Context: an optimization exercise on an open-source flow, tuned for small area, a short achievable clock period and few clock cycles per item. The choices shown serve that exercise and are no tape-out recipe.
Where RTL was checked, it was by simulation tests only, not by an equivalence proof against the original.

==> flow/design.v <==
module bitcoin_hash(input logic clk, reset_n, start,
	input logic [15:0] message_addr, output_addr,
	output logic done, mem_we,
	output logic [15:0] mem_addr,
	output logic [31:0] mem_write_data,
	input logic [31:0] mem_read_data);
	function automatic logic [31:0] k(input logic [5:0] i);
		case (i)
			6'd0: k = 32'h428a2f98;
			6'd1: k = 32'h71374491;
			6'd2: k = 32'hb5c0fbcf;
			6'd3: k = 32'he9b5dba5;
			6'd4: k = 32'h3956c25b;
			6'd5: k = 32'h59f111f1;
			6'd6: k = 32'h923f82a4;
			6'd7: k = 32'hab1c5ed5;
			6'd8: k = 32'hd807aa98;
			6'd9: k = 32'h12835b01;
			6'd10: k = 32'h243185be;
			6'd11: k = 32'h550c7dc3;
			6'd12: k = 32'h72be5d74;
			6'd13: k = 32'h80deb1fe;
			6'd14: k = 32'h9bdc06a7;
			6'd15: k = 32'hc19bf174;
			6'd16: k = 32'he49b69c1;
			6'd17: k = 32'hefbe4786;
			6'd18: k = 32'h0fc19dc6;
			6'd19: k = 32'h240ca1cc;
			6'd20: k = 32'h2de92c6f;
			6'd21: k = 32'h4a7484aa;
			6'd22: k = 32'h5cb0a9dc;
			6'd23: k = 32'h76f988da;
			6'd24: k = 32'h983e5152;
			6'd25: k = 32'ha831c66d;
			6'd26: k = 32'hb00327c8;
			6'd27: k = 32'hbf597fc7;
			6'd28: k = 32'hc6e00bf3;
			6'd29: k = 32'hd5a79147;
			6'd30: k = 32'h06ca6351;
			6'd31: k = 32'h14292967;
			6'd32: k = 32'h27b70a85;
			6'd33: k = 32'h2e1b2138;
			6'd34: k = 32'h4d2c6dfc;
			6'd35: k = 32'h53380d13;
			6'd36: k = 32'h650a7354;
			6'd37: k = 32'h766a0abb;
			6'd38: k = 32'h81c2c92e;
			6'd39: k = 32'h92722c85;
			6'd40: k = 32'ha2bfe8a1;
			6'd41: k = 32'ha81a664b;
			6'd42: k = 32'hc24b8b70;
			6'd43: k = 32'hc76c51a3;
			6'd44: k = 32'hd192e819;
			6'd45: k = 32'hd6990624;
			6'd46: k = 32'hf40e3585;
			6'd47: k = 32'h106aa070;
			6'd48: k = 32'h19a4c116;
			6'd49: k = 32'h1e376c08;
			6'd50: k = 32'h2748774c;
			6'd51: k = 32'h34b0bcb5;
			6'd52: k = 32'h391c0cb3;
			6'd53: k = 32'h4ed8aa4a;
			6'd54: k = 32'h5b9cca4f;
			6'd55: k = 32'h682e6ff3;
			6'd56: k = 32'h748f82ee;
			6'd57: k = 32'h78a5636f;
			6'd58: k = 32'h84c87814;
			6'd59: k = 32'h8cc70208;
			6'd60: k = 32'h90befffa;
			6'd61: k = 32'ha4506ceb;
			6'd62: k = 32'hbef9a3f7;
			default: k = 32'hc67178f2;
		endcase
	endfunction
	function automatic logic [31:0] iv(input logic [2:0] i);
		case (i)
			3'd0: iv = 32'h6a09e667;
			3'd1: iv = 32'hbb67ae85;
			3'd2: iv = 32'h3c6ef372;
			3'd3: iv = 32'ha54ff53a;
			3'd4: iv = 32'h510e527f;
			3'd5: iv = 32'h9b05688c;
			3'd6: iv = 32'h1f83d9ab;
			default: iv = 32'h5be0cd19;
		endcase
	endfunction
	function automatic logic [63:0] csa(input logic [31:0] x, y, z);
		csa = {x ^ y ^ z, ((x & y) | (x & z) | (y & z)) << 1};
	endfunction
	function automatic logic [31:0] ror(input logic [31:0] x, input int r);
		ror = (x >> r) | (x << (32 - r));
	endfunction
	logic [31:0] a, b, c, d, e, f, g, h;
	logic [31:0] w [16];
	logic [31:0] mid [8];
	logic [31:0] p;
	logic [7:0] u;
	logic [5:0] kj;
	logic [4:0] n;
	logic b1, run;
	logic [31:0] s0, s1, ch, maj, a_new, e_new;
	logic [31:0] x1s, x1c, x2s, x2c, x3s, x3c, x4s, x4c;
	always_comb begin
		s1 = ror(e, 6) ^ ror(e, 11) ^ ror(e, 25);
		ch = (e & f) ^ (~e & g);
		s0 = ror(a, 2) ^ ror(a, 13) ^ ror(a, 22);
		maj = (a & b) ^ (a & c) ^ (b & c);
		{x1s, x1c} = csa(p, ch, s1);
		{x2s, x2c} = csa(x1s, x1c, d);
		e_new = x2s + x2c;
		{x3s, x3c} = csa(x1s, x1c, maj);
		{x4s, x4c} = csa(x3s, x3c, s0);
		a_new = x4s + x4c;
	end
	logic run_n, b1_n;
	logic [7:0] u_n;
	always_comb begin
		run_n = run;
		b1_n = b1;
		u_n = u + 8'd1;
		if (!run) begin
			if (start) begin
				run_n = 1;
				b1_n = 1;
				u_n = 8'd64;
			end
		end else if (b1) begin
			if (u == 8'd138) begin
				b1_n = 0;
				u_n = 8'd0;
			end
		end else begin
			if (u == 8'd129) u_n = 8'd0;
			if (u == 8'd0 && n == 5'd15) run_n = 0;
		end
	end
	logic st_mid, st_iv, park, ff_on, fold, kj_clr;
	logic w_mem, w_form, w_ff, w_g, w_nonce, w_pad, w_640, w_256;
	always_ff @(posedge clk, negedge reset_n) begin
		if (!reset_n) begin
			st_mid <= 0; st_iv <= 0; park <= 0; ff_on <= 0; fold <= 0; kj_clr <= 0;
			w_mem <= 0; w_form <= 0; w_ff <= 0; w_g <= 0; w_nonce <= 0; w_pad <= 0; w_640 <= 0; w_256 <= 0;
		end else begin
			st_mid <= run_n && !b1_n && u_n == 8'd0;
			st_iv <= run_n && u_n == 8'd66;
			park <= run_n && (b1_n ? u_n == 8'd131 : u_n == 8'd65);
			ff_on <= run_n && (b1_n ? (u_n >= 8'd131 && u_n <= 8'd138) : (u_n >= 8'd65 && u_n <= 8'd72));
			fold <= run_n && !b1_n && u_n == 8'd129;
			kj_clr <= u_n == 8'd65 || (b1_n ? (u_n == 8'd130 || u_n == 8'd138) : u_n == 8'd129);
			w_form <= run_n && ((u_n >= 8'd81 && u_n <= 8'd128) || (!b1_n && u_n >= 8'd15 && u_n <= 8'd62));
			w_mem <= run_n && (b1_n ? ((u_n >= 8'd65 && u_n <= 8'd80) || u_n == 8'd138)
			                        : (u_n == 8'd129 || u_n == 8'd0 || u_n == 8'd1));
			w_ff <= run_n && !b1_n && u_n >= 8'd65 && u_n <= 8'd72;
			w_g <= run_n && (b1_n ? u_n == 8'd130 : u_n == 8'd64);
			w_nonce <= run_n && !b1_n && u_n == 8'd2;
			w_pad <= run_n && !b1_n && (u_n == 8'd3 || u_n == 8'd73);
			w_640 <= run_n && !b1_n && u_n == 8'd14;
			w_256 <= run_n && !b1_n && u_n == 8'd80;
		end
	end
	logic [31:0] ff_x, ff_y, ff;
	always_comb begin
		ff_x = b1 ? iv(kj[2:0]) : mid[0];
		ff_y = park ? a : w[8];
		ff = ff_x + ff_y;
	end
	logic [31:0] wf, wnew, y1s, y1c, y2s, y2c;
	always_comb begin
		{y1s, y1c} = csa(ror(w[14], 17) ^ ror(w[14], 19) ^ (w[14] >> 10), w[9],
		                 ror(w[1], 7) ^ ror(w[1], 18) ^ (w[1] >> 3));
		{y2s, y2c} = csa(y1s, y1c, w[0]);
		wf = y2s + y2c;
		wnew = ({32{w_form}} & wf) | ({32{w_mem}} & mem_read_data) | ({32{w_ff}} & ff)
		     | ({32{w_g}} & g) | ({32{w_nonce}} & {27'd0, n}) | (w_pad ? 32'h80000000 : 32'd0)
		     | (w_640 ? 32'd640 : 32'd0) | (w_256 ? 32'd256 : 32'd0);
	end
	logic [31:0] p_h, p_k;
	always_comb begin
		p_h = st_iv ? iv(3'd7) : (st_mid ? mid[7] : g);
		p_k = fold ? 32'h307b5f59 : k(kj);	 
	end
	always_ff @(posedge clk) begin
		if (st_mid) begin
			a <= mid[0]; b <= mid[1]; c <= mid[2]; d <= mid[3];
			e <= mid[4]; f <= mid[5]; g <= mid[6]; h <= mid[7];
		end else if (st_iv) begin
			a <= iv(0); b <= iv(1); c <= iv(2); d <= iv(3);
			e <= iv(4); f <= iv(5); g <= iv(6); h <= iv(7);
		end else begin
			a <= a_new; b <= a; c <= b; d <= c;
			e <= e_new; f <= e; g <= f; h <= g;
		end
		mem_write_data <= a_new;
		p <= p_h + p_k + w[15];
		for (int i = 0; i < 15; i++) w[i] <= w[i+1];
		w[15] <= wnew;
		if (park) begin
			w[8] <= b; w[9] <= c; w[10] <= d;
			w[11] <= e; w[12] <= f; w[13] <= g;
		end
		if (ff_on) begin
			for (int i = 0; i < 7; i++) mid[i] <= mid[i+1];
			mid[7] <= b1 ? ff : mid[0];
		end
		if (kj_clr) kj <= 6'd0;
		else kj <= kj + 6'd1;
	end
	always_ff @(posedge clk, negedge reset_n) begin
		if (!reset_n) begin
			run <= 0;
			b1 <= 0;
			u <= 0;
			n <= 0;
			done <= 1;
			mem_we <= 0;
			mem_addr <= 0;
		end else begin
			run <= run_n;
			b1 <= b1_n;
			u <= u_n;
			mem_we <= 0;
			mem_addr <= mem_addr + 16'd1;
			if (!run) begin
				done <= !start;
				if (start) begin
					n <= 5'd31;
					mem_addr <= message_addr;
				end
			end else if (b1) begin
				if (u == 8'd136) mem_addr <= message_addr + 16'd16;
			end else begin
				if (u == 8'd127) mem_addr <= message_addr + 16'd16;
				if (u == 8'd0 && n != 5'd31) begin
					mem_we <= 1;
					mem_addr <= output_addr + {12'd0, n[3:0]};
				end
				if (u == 8'd1) n <= n + 5'd1;
			end
		end
	end
endmodule
Settings: LEC_CHECK=0, ABC_AREA=1, CAP_MARGIN=20, CORE_MARGIN=2, CORE_UTILIZATION=40, CTS_CLUSTER_DIAMETER=60, CTS_CLUSTER_SIZE=25, SETUP_SLACK_MARGIN=5, SLEW_MARGIN=20, TNS_END_PERCENT=3; clock period 9.0 ns.
run.sh (not shown) runs the stock make flow with config.mk's settings and CLKGATE_MAP_FILE= SYNTH_SCRIPT=/design/flow/synth_recipe.tcl, a recipe that flattens the netlist after the stock synthesis.
Change:
--- a/flow/design.v
+++ b/flow/design.v
@@ -97,22 +97,23 @@
 	logic [7:0] u;
 	logic [5:0] kj;
 	logic [4:0] n;
 	logic b1, run;
 	logic [31:0] s0, s1, ch, maj, a_new, e_new;
-	logic [31:0] x1s, x1c, x2s, x2c, x3s, x3c, x4s, x4c;
+	logic [31:0] x1s, x1c, x2s, x2c, x3s, x3c, x4s, x4c, x5s, x5c;
 	always_comb begin
 		s1 = ror(e, 6) ^ ror(e, 11) ^ ror(e, 25);
 		ch = (e & f) ^ (~e & g);
 		s0 = ror(a, 2) ^ ror(a, 13) ^ ror(a, 22);
 		maj = (a & b) ^ (a & c) ^ (b & c);
-		{x1s, x1c} = csa(p, ch, s1);
-		{x2s, x2c} = csa(x1s, x1c, d);
+		{x1s, x1c} = csa(p, ch, d);
+		{x2s, x2c} = csa(x1s, x1c, s1);
 		e_new = x2s + x2c;
-		{x3s, x3c} = csa(x1s, x1c, maj);
-		{x4s, x4c} = csa(x3s, x3c, s0);
-		a_new = x4s + x4c;
+		{x3s, x3c} = csa(p, ch, maj);
+		{x4s, x4c} = csa(x3s, x3c, s1);
+		{x5s, x5c} = csa(x4s, x4c, s0);
+		a_new = x5s + x5c;
 	end
 	logic run_n, b1_n;
 	logic [7:0] u_n;
 	always_comb begin
 		run_n = run;
=> Cell count hardly moves. Worst setup slack gains 0.37 ns. Area after synthesis grows by 1.6%. Clock skew grows by 0.024 ns. Wire length shrinks by 4.4%. Core utilization shrinks by 0.11 points. Flip-flop and latch count does not change. Final area grows by about 2%.
Testbench counts after the change, summed over its fixed seeds: cycles 51,792, jobs 24.
The RTL of the first run of this note was laid out without a check of its function.

port drivers added, routing unchanged:
How much do the figures lean on ideal ports? The routed layouts below were timed once more, with nothing changed but the port constraints. Step 1: set_driving_cell puts a clkbuf_16 on clk and a buf_2 on each other input, an assumption about the parent block. Step 2, shift: input delay + t, output delay - t, t = (earliest + latest rising clock arrival at the registers) / 2. This alone moves slack from input paths to output paths. a / b / c = no drivers / after step 1 / after step 2; a / b = the first two.
run	t, ns	slack for setup (ns)	pins driven straight from the clock port
the first run	0.835	4.534 / 4.534 / 4.305	1
the second run	0.823	4.908 / 4.908 / 4.516	1
After both steps every run listed still meets setup and hold. The setup slack of the second run, which loses most, moves by 0.000 ns with the drivers and by -0.392 ns with both steps.
